From an optimization exercise on the open Yosys and OpenROAD flow, aimed at small area, a short achievable clock period and few clock cycles per item; shortcuts taken in it are not production practice.
Only simulation tests tie the RTL to the original design; equivalence was not proved.

==> trial 36 <==
## matrix_mul
module matrix_mul (
    input wire clk,
    input wire rst_n,
    input wire [127:0] matrix_a,
    input wire [127:0] matrix_b,
    input wire start,
    output wire done,
    output reg [255:0] result
);
    reg [4:0] st;
    assign done = ~|st;
    always @(posedge clk or negedge rst_n) begin
        if (!rst_n)
            st <= 5'b00001;
        else
            st <= {st[3], st[2], st[1], st[0] & start, (st[0] | done) & ~start};
    end
    reg [31:0] opa;    
    reg [31:0] opb;    
    reg [31:0] na, nb;
    integer r, k;
    always @(*) begin
        na = 32'd0;
        nb = 32'd0;
        for (r = 0; r < 4; r = r + 1)
            for (k = 0; k < 4; k = k + 1) begin
                na[r*8 +: 8] = na[r*8 +: 8] | (matrix_a[(r*4 + k)*8 +: 8] & {8{st[k]}});
                nb[r*8 +: 8] = nb[r*8 +: 8] | (matrix_b[(k*4 + r)*8 +: 8] & {8{st[k]}});
            end
    end
    always @(posedge clk) begin
        opa <= na;
        opb <= nb;
    end
    wire clear = st[0];
    wire first = 1'b0;
    wire [7:0] a0 = opa[7:0];
    wire [7:0] b0 = opb[7:0];
    wire [15:0] q0 = result[15:0] & {16{~first}};
    wire [15:0] n0;
    wire e0_s1 = (a0[0] & b0[5]) ^ (a0[1] & b0[4]);
    wire e0_c1 = (a0[0] & b0[5]) & (a0[1] & b0[4]);
    wire e0_s2 = (a0[0] & b0[6]) ^ (a0[1] & b0[5]) ^ (a0[2] & b0[4]);
  ...
Settings: LEC_CHECK=0, ABC_AREA=1, CAP_MARGIN=20, CORE_MARGIN=2, CORE_UTILIZATION=40, CTS_BUF_LIST=sky130_fd_sc_hd__clkbuf_4 sky130_fd_sc_hd__clkbuf_8, SETUP_SLACK_MARGIN=3.8, SLEW_MARGIN=20; clock period 8.0 ns.
standard.sh (not shown) runs the stock make flow with config.mk's settings and CLKGATE_MAP_FILE= SYNTH_SCRIPT=/design/flow/synth_recipe.tcl, a recipe that flattens the netlist after the stock synthesis.
==> flow/flow/run.sh <==
#!/bin/bash
# The standard layout with two changes:
#  - every input and output port gets a 1x buffer (sky130_fd_sc_hd__buf_1)
#    instead of the default delay buffer;
#  - after synthesis, flow/fa_polarity.tcl picks the polarity of each full
#    adder so that fewer inverters sit between adders (no register changes).
# make's output goes to standard.log; each ORFS step logs under orfs/logs/.
set -euo pipefail
export BUFFER_PORTS_ARGS="-buffer_cell sky130_fd_sc_hd__buf_1"
export POST_SYNTH_TCL="$PWD/flow/fa_polarity.tcl"
bash standard.sh finish > standard.log 2>&1
Other scripts of this flow, unchanged in this note and not shown: flow/flow/fa_polarity.tcl
==> trial 74 (differences from trial 36) <==
--- a/flow/config.mk
+++ b/flow/config.mk
@@ -5,10 +5,10 @@
 export SDC_FILE = /design/flow/constraint.sdc
 export NUM_CORES = 4
 export LEC_CHECK = 0
-export ABC_AREA = 1
 export CAP_MARGIN = 20
 export CORE_MARGIN = 2
 export CORE_UTILIZATION = 40
 export CTS_BUF_LIST = sky130_fd_sc_hd__clkbuf_4 sky130_fd_sc_hd__clkbuf_8
-export SETUP_SLACK_MARGIN = 3.8
+export SETUP_SLACK_MARGIN = 3.5
 export SLEW_MARGIN = 20
+export TNS_END_PERCENT = 10
==> notes <==
- In trial 36 the synthesized area is higher than in trial 74, by 9.2%.
- Against trial 74, the worst hold slack of trial 36 is higher by 0.058 ns.
- In trial 36 the wire length is larger than in trial 74, by 7.1%.
- Between trial 36 and trial 74, the lower global-route usage is in trial 36 (gap 0.49 points).
- Sequential cell count is the same in trial 74 and trial 36.
- Of trial 36 and trial 74, trial 74 has the higher non-clock buffer count (gap 55).
- Final area: trial 74 is smaller than trial 36 (about 6%).
- In trial 36 the clock skew is higher than in trial 74, by 0.0080 ns.
- Against trial 74, the via count of trial 36 is larger by about 17%.
- In trial 74 the final cell count is lower than in trial 36, by about 18%.
Testbench counts of trial 36, summed over its fixed seeds: cycles 1,784, items 256.
Testbench counts of trial 74, summed over its fixed seeds: cycles 1,784, items 256.

==> zinc <==
matrix_mul again, from the RTL that the note above started with.
// matrix_mul
module matrix_mul (
    input wire clk,
    input wire rst_n,
    input wire [127:0] matrix_a,
    input wire [127:0] matrix_b,
    input wire start,
    output wire done,
    output reg [255:0] result
);
    reg [4:0] st;
    assign done = ~|st;
    always @(posedge clk or negedge rst_n) begin
        if (!rst_n)
            st <= 5'b00001;
        else
            st <= {st[3], st[2], st[1], st[0] & start, (st[0] | done) & ~start};
    end
    reg [31:0] opa;    
    reg [31:0] opb;    
    reg [31:0] na, nb;
    integer r, k;
    always @(*) begin
        na = 32'd0;
        nb = 32'd0;
        for (r = 0; r < 4; r = r + 1)
            for (k = 0; k < 4; k = k + 1) begin
                na[r*8 +: 8] = na[r*8 +: 8] | (matrix_a[(r*4 + k)*8 +: 8] & {8{st[k]}});
                nb[r*8 +: 8] = nb[r*8 +: 8] | (matrix_b[(k*4 + r)*8 +: 8] & {8{st[k]}});
            end
    end
    always @(posedge clk) begin
        opa <= na;
        opb <= nb;
    end
    wire clear = st[0];
    wire first = 1'b0;
    wire [7:0] a0 = opa[7:0];
    wire [7:0] b0 = opb[7:0];
    wire [15:0] q0 = result[15:0] & {16{~first}};
    wire [15:0] n0;
    wire e0_s1 = (a0[0] & b0[5]) ^ (a0[1] & b0[4]);
    wire e0_c1 = (a0[0] & b0[5]) & (a0[1] & b0[4]);
    wire e0_s2 = (a0[0] & b0[6]) ^ (a0[1] & b0[5]) ^ (a0[2] & b0[4]);
    wire e0_c2 = ((a0[0] & b0[6]) & (a0[1] & b0[5])) | ((a0[0] & b0[6]) & (a0[2] & b0[4])) | ((a0[1] & b0[5]) & (a0[2] & b0[4]));
    wire e0_s3 = (a0[3] & b0[3]) ^ (a0[4] & b0[2]);
    wire e0_c3 = (a0[3] & b0[3]) & (a0[4] & b0[2]);
    wire e0_s4 = (a0[0] & b0[7]) ^ (a0[1] & b0[6]) ^ (a0[2] & b0[5]);
    wire e0_c4 = ((a0[0] & b0[7]) & (a0[1] & b0[6])) | ((a0[0] & b0[7]) & (a0[2] & b0[5])) | ((a0[1] & b0[6]) & (a0[2] & b0[5]));
    wire e0_s5 = (a0[3] & b0[4]) ^ (a0[4] & b0[3]) ^ (a0[5] & b0[2]);
    wire e0_c5 = ((a0[3] & b0[4]) & (a0[4] & b0[3])) | ((a0[3] & b0[4]) & (a0[5] & b0[2])) | ((a0[4] & b0[3]) & (a0[5] & b0[2]));
    wire e0_s6 = (a0[6] & b0[1]) ^ (a0[7] & b0[0]);
    wire e0_c6 = (a0[6] & b0[1]) & (a0[7] & b0[0]);
    wire e0_s7 = (a0[1] & b0[7]) ^ (a0[2] & b0[6]) ^ (a0[3] & b0[5]);
    wire e0_c7 = ((a0[1] & b0[7]) & (a0[2] & b0[6])) | ((a0[1] & b0[7]) & (a0[3] & b0[5])) | ((a0[2] & b0[6]) & (a0[3] & b0[5]));
    wire e0_s8 = (a0[4] & b0[4]) ^ (a0[5] & b0[3]) ^ (a0[6] & b0[2]);
  ...
Settings: LEC_CHECK=0, CAP_MARGIN=20, CORE_MARGIN=2, CORE_UTILIZATION=40, CTS_BUF_LIST=sky130_fd_sc_hd__clkbuf_4 sky130_fd_sc_hd__clkbuf_8, SETUP_SLACK_MARGIN=3.7, SLEW_MARGIN=20; clock period 8.0 ns.
Scripts as last shown in full above: flow/flow/run.sh
Other scripts of this flow, unchanged in this note and not shown: flow/flow/fa_polarity.tcl
==> nickel: changes against zinc <==
SETUP_SLACK_MARGIN = 3.0   (was 3.7)
==> ember: changes against zinc <==
CORE_UTILIZATION = 55   (was 40)
SETUP_SLACK_MARGIN = 3.5   (was 3.7)
==> reports/results.ini <==
[cells_and_area]
layout-drive-gt1-share_pct=7.60

[placement]
place_area_mm2=0.0447
gp_congestion=0.848

[run_status]
status=no timing/DRC/antenna violations

[global_routing]
grt_pass1_wl_um=189000

[die]
die_area_mm2=0.0785

# the run above: ember

==> reports/results.ini <==
[cells_and_area]
seq_area_mm2=0.00674
final_common_cell=fa_1
layout-drive-gt1-share_pct=12.6

[global_routing]
antenna_found_initial=11
grt_pass1_wl_um=208000

[timing]
max_freq_mhz=231

[run_status]
status=no timing/DRC/antenna violations

[placement]
gp_congestion=0.837
hpwlAfterDp_um=88200
place_area_mm2=0.0452

[die]
die_area_mm2=0.107

# the run above: zinc

==> reports/results.ini <==
[run_status]
status=no timing/DRC/antenna violations

[placement]
gp_congestion=0.839
place_area_mm2=0.0451

[global_routing]
grt_pass1_wl_um=191000
grt_pass1_vias=33600

[drt]
vias=31700

[cells_and_area]
layout-drive-gt1-share_pct=5.12

# the run above: nickel

Testbench counts of zinc, summed over its fixed seeds: cycles 1,784, items 256.
Testbench counts of nickel, summed over its fixed seeds: cycles 1,784, items 256.
Testbench counts of ember, summed over its fixed seeds: cycles 1,784, items 256.

==> inputs of exp/sierra <==
matrix_mul, a different RTL version from the one above (not shown whole).
==> flow/config.mk <==
export PLATFORM = sky130hd
export DESIGN_NAME = matrix_mul
export DESIGN_NICKNAME = matrix_mul
export VERILOG_FILES = /design/flow/design.v
export SDC_FILE = /design/flow/constraint.sdc
export NUM_CORES = 4
export LEC_CHECK = 0
export CAP_MARGIN = 20
export CORE_MARGIN = 2
export CORE_UTILIZATION = 40
export SETUP_SLACK_MARGIN = 1.5
export SLEW_MARGIN = 20
==> flow/constraint.sdc <==
create_clock -name core_clock -period 8.0 [get_ports {clk}]
set_input_delay 1.6000 -clock core_clock [delete_from_list [all_inputs] [get_ports {clk}]]
set_output_delay 1.6000 -clock core_clock [all_outputs]
set_load 0.01 [all_outputs]
run.sh (not shown) runs the stock make flow with config.mk's settings and CLKGATE_MAP_FILE= SYNTH_SCRIPT=/design/flow/synth_recipe.tcl, a recipe that flattens the netlist after the stock synthesis.
Stock flow here: none of the scripts above is used.
==> exp/fjord (differences from exp/sierra) <==
Settings changed: SETUP_SLACK_MARGIN 1.5 to unset.
==> summary.txt <==
item                                                                exp/sierra                  exp/fjord
Run status                                             complete, no violations    complete, no violations
Crit Reg-Reg Endpoint                                              result[239]                result[191]
Multi-input gate count                                                    3640                       3639
Endpoint required time on the critical path                            8.54 ns                    8.49 ns
Fraction of area in registers                                            9.40%                      9.63%
Non-clock buffer area fraction after layout                              14.2%                      12.1%
Repair and plain buffers                                                   762                        669
First-pass GRT wire length                                              226 mm                     226 mm
CTS clock-pin slew for the worst setup and hold paths                  0.05 ns                    0.06 ns
Worst path slowest cell                                  sky130_fd_sc_hd__fa_1  sky130_fd_sc_hd__a221oi_4
Via count of the first global-routing pass                               38600                      38400
Global Route met2 Usage                                                  43.9%                      43.8%
Total area of multi-input combinational cells                        35200 um2                  35200 um2
Initial detailed-routing violation count                                  2317                       2140
Testbench counts of exp/sierra, summed over its fixed seeds: cycles 1,528, items 256.
Testbench counts of exp/fjord, summed over its fixed seeds: cycles 1,528, items 256.

==> inputs of build 94 <==
==> flow/design.v <==
`timescale 1ns / 1ps
module matrix_mul (
    input wire clk,
    input wire rst_n,
    input wire [127:0] matrix_a,
    input wire [127:0] matrix_b,
    input wire start,
    output reg done,
    output reg [255:0] result
);
    reg       busy;    
    reg [1:0] k;       
    reg [31:0] a_col;
    reg [31:0] b_row;
    integer r, c;
    always @(*) begin
        for (r = 0; r < 4; r = r + 1)
            a_col[r*8 +: 8] = done ? 8'd0 : matrix_a[(r*4 + k)*8 +: 8];
        for (c = 0; c < 4; c = c + 1)
            b_row[c*8 +: 8] = matrix_b[(k*4 + c)*8 +: 8];
    end
    genvar gr, gc;
    generate
        for (gr = 0; gr < 4; gr = gr + 1) begin : row
            for (gc = 0; gc < 4; gc = gc + 1) begin : col
                wire [15:0] acc = result[(gr*4 + gc)*16 +: 16] & {16{busy | done}};
                always @(posedge clk)
                    result[(gr*4 + gc)*16 +: 16] <=
                        acc + a_col[gr*8 +: 8] * b_row[gc*8 +: 8];
            end
        end
    endgenerate
    always @(posedge clk or negedge rst_n) begin
        if (!rst_n) begin
            busy <= 1'b0;
            k <= 2'd0;
            done <= 1'b0;
        end else if (done) begin
            if (!start)
                done <= 1'b0;
        end else if (busy) begin
            k <= k + 2'd1;
            if (k == 2'd3) begin
                busy <= 1'b0;
                done <= 1'b1;
            end
        end else if (start) begin
            busy <= 1'b1;
            k <= 2'd1;
        end
    end
endmodule
==> flow/run.sh <==
#!/bin/bash
# synth_recipe.tcl (not shown) runs the flow's synth.tcl, then flattens the netlist and writes it again
# the make line also repeats each setting of config.mk as NAME=value (left out here)
make -C /OpenROAD-flow-scripts/flow DESIGN_CONFIG=/design/flow/config.mk WORK_HOME=/design/flow/orfs CLKGATE_MAP_FILE= SYNTH_SCRIPT=/design/flow/synth_recipe.tcl finish
==> flow/config.mk <==
export PLATFORM = sky130hd
export DESIGN_NAME = matrix_mul
export DESIGN_NICKNAME = matrix_mul
export VERILOG_FILES = /design/flow/design.v
export SDC_FILE = /design/flow/constraint.sdc
export NUM_CORES = 4
export LEC_CHECK = 0
export CAP_MARGIN = 20
export CORE_MARGIN = 2
export CORE_UTILIZATION = 40
export SLEW_MARGIN = 20
==> flow/constraint.sdc <==
create_clock -name core_clock -period 8.0 [get_ports {clk}]
set_input_delay 1.6000 -clock core_clock [delete_from_list [all_inputs] [get_ports {clk}]]
set_output_delay 1.6000 -clock core_clock [all_outputs]
set_load 0.01 [all_outputs]
==> trial 71: changes against build 94 <==
==> flow/design.v, changed modules only <==
module matrix_mul (
    input wire clk,
    input wire rst_n,
    input wire [127:0] matrix_a,
    input wire [127:0] matrix_b,
    input wire start,
    output reg done,
    output reg [255:0] result
);
    localparam IDLE = 2'b00;
    localparam COMPUTE = 2'b01;
    localparam DONE = 2'b10;
    reg [1:0] state;
    reg [3:0] i, j, k;
    reg [15:0] temp_result;
    always @(posedge clk or negedge rst_n) begin
        if (!rst_n) begin
            state <= IDLE;
            done <= 1'b0;
            i <= 4'b0;
            j <= 4'b0;
            k <= 4'b0;
            temp_result <= 16'b0;
        end else begin
            case (state)
                IDLE: begin
                    if (start) begin
                        state <= COMPUTE;
                        i <= 4'b0;
                        j <= 4'b0;
                        k <= 4'b0;
                        temp_result <= 16'b0;
                    end
                end
                COMPUTE: begin
                    if (i < 4) begin
                        if (j < 4) begin
                            if (k < 4) begin
                                temp_result <= temp_result +
                                    matrix_a[(i*4 + k)*8 +: 8] * matrix_b[(k*4 + j)*8 +: 8];
                                k <= k + 1;
                            end else begin
                                result[(i*4 + j)*16 +: 16] <= temp_result;
                                temp_result <= 16'b0;
                                k <= 4'b0;
                                j <= j + 1;
                            end
                        end else begin
                            j <= 4'b0;
                            i <= i + 1;
                        end
                    end else begin
                        state <= DONE;
                        done <= 1'b1;
                    end
                end
                DONE: begin
                    if (!start) begin
                        state <= IDLE;
                        done <= 1'b0;
                    end
                end
            endcase
        end
    end
endmodule
==> flow_metrics.tcl <==
set metrics [dict create \
    status "no timing/DRC/antenna violations" \
    cp.depth 19 \
    clock-skew-final_ns 0.0190 \
    reg.largest.list "result x256, k x2" \
    die_w_um 350 \
    use_met1_pct 35.2 \
    wl_per_cell_um 20.8 \
    seq_share_pct 9.20 \
    synthTopCellsByArea "fa_1, ha_1, inv_1" \
    critical_path.max_stage_delay_ns 0.81 \
]
# the run above: build 94

==> flow_metrics.tcl <==
set metrics [dict create \
    wl_per_cell_um 23.8 \
    reg.largest.list "result x256, temp_result x16" \
    die_w_um 214 \
    seq_share_pct 34.8 \
    clock-skew-final_ns 0.0155 \
    status "no timing/DRC/antenna violations" \
    use_met1_pct 30.8 \
]
# the run above: trial 71

Testbench counts of build 94, summed over its fixed seeds: cycles 1,528, items 256.
Testbench counts of trial 71, summed over its fixed seeds: cycles 22,520, items 256.

## static timing again, ports no longer ideal
Ports are ideal in the flow. The routed layouts listed here were re-timed in OpenROAD.
Step 1: set_driving_cell puts a clkbuf_16 on clk and a buf_2 on each other input, an assumption about the parent block.
Step 2 times the ports against the registers' clock, not the clock port: input delays grow and output delays shrink by t, the midpoint of the rising clock arrivals with the driver on.
a / b / c = ideal / step 1 / step 2; a / b = the first two.
run	t, ns	setup WS [ns]	hold WS [ns]	pins driven straight from the clock port
trial 36	0.792	4.012 / 4.012 / 4.012	0.586 / 0.586 / 0.586	1
trial 74	0.780	3.540 / 3.540 / 3.540	0.527 / 0.527 / 0.527	1
zinc	0.795	3.678 / 3.678 / 3.678	0.518 / 0.518 / 0.518	1
nickel	0.783	3.229 / 3.229 / 3.229	0.515 / 0.515 / 0.515	1
ember	0.726	3.636 / 3.636 / 3.636	0.509 / 0.509 / 0.509	1
exp/sierra	0.676	1.592 / 1.631 / 0.955	0.594 / 0.594 / 0.594	1
exp/fjord	0.677	1.245 / 1.287 / 0.610	0.596 / 0.596 / 0.596	1
build 94	0.684	1.065 / 1.115 / 0.431	0.575 / 0.575 / 0.575	1
trial 71	0.583	1.050 / 1.070 / 0.487	0.546 / 0.546 / 0.546	1
After both steps every run listed still meets setup and hold. The setup slack of exp/sierra, which loses most, moves by +0.039 ns with the drivers and by -0.637 ns with both steps.
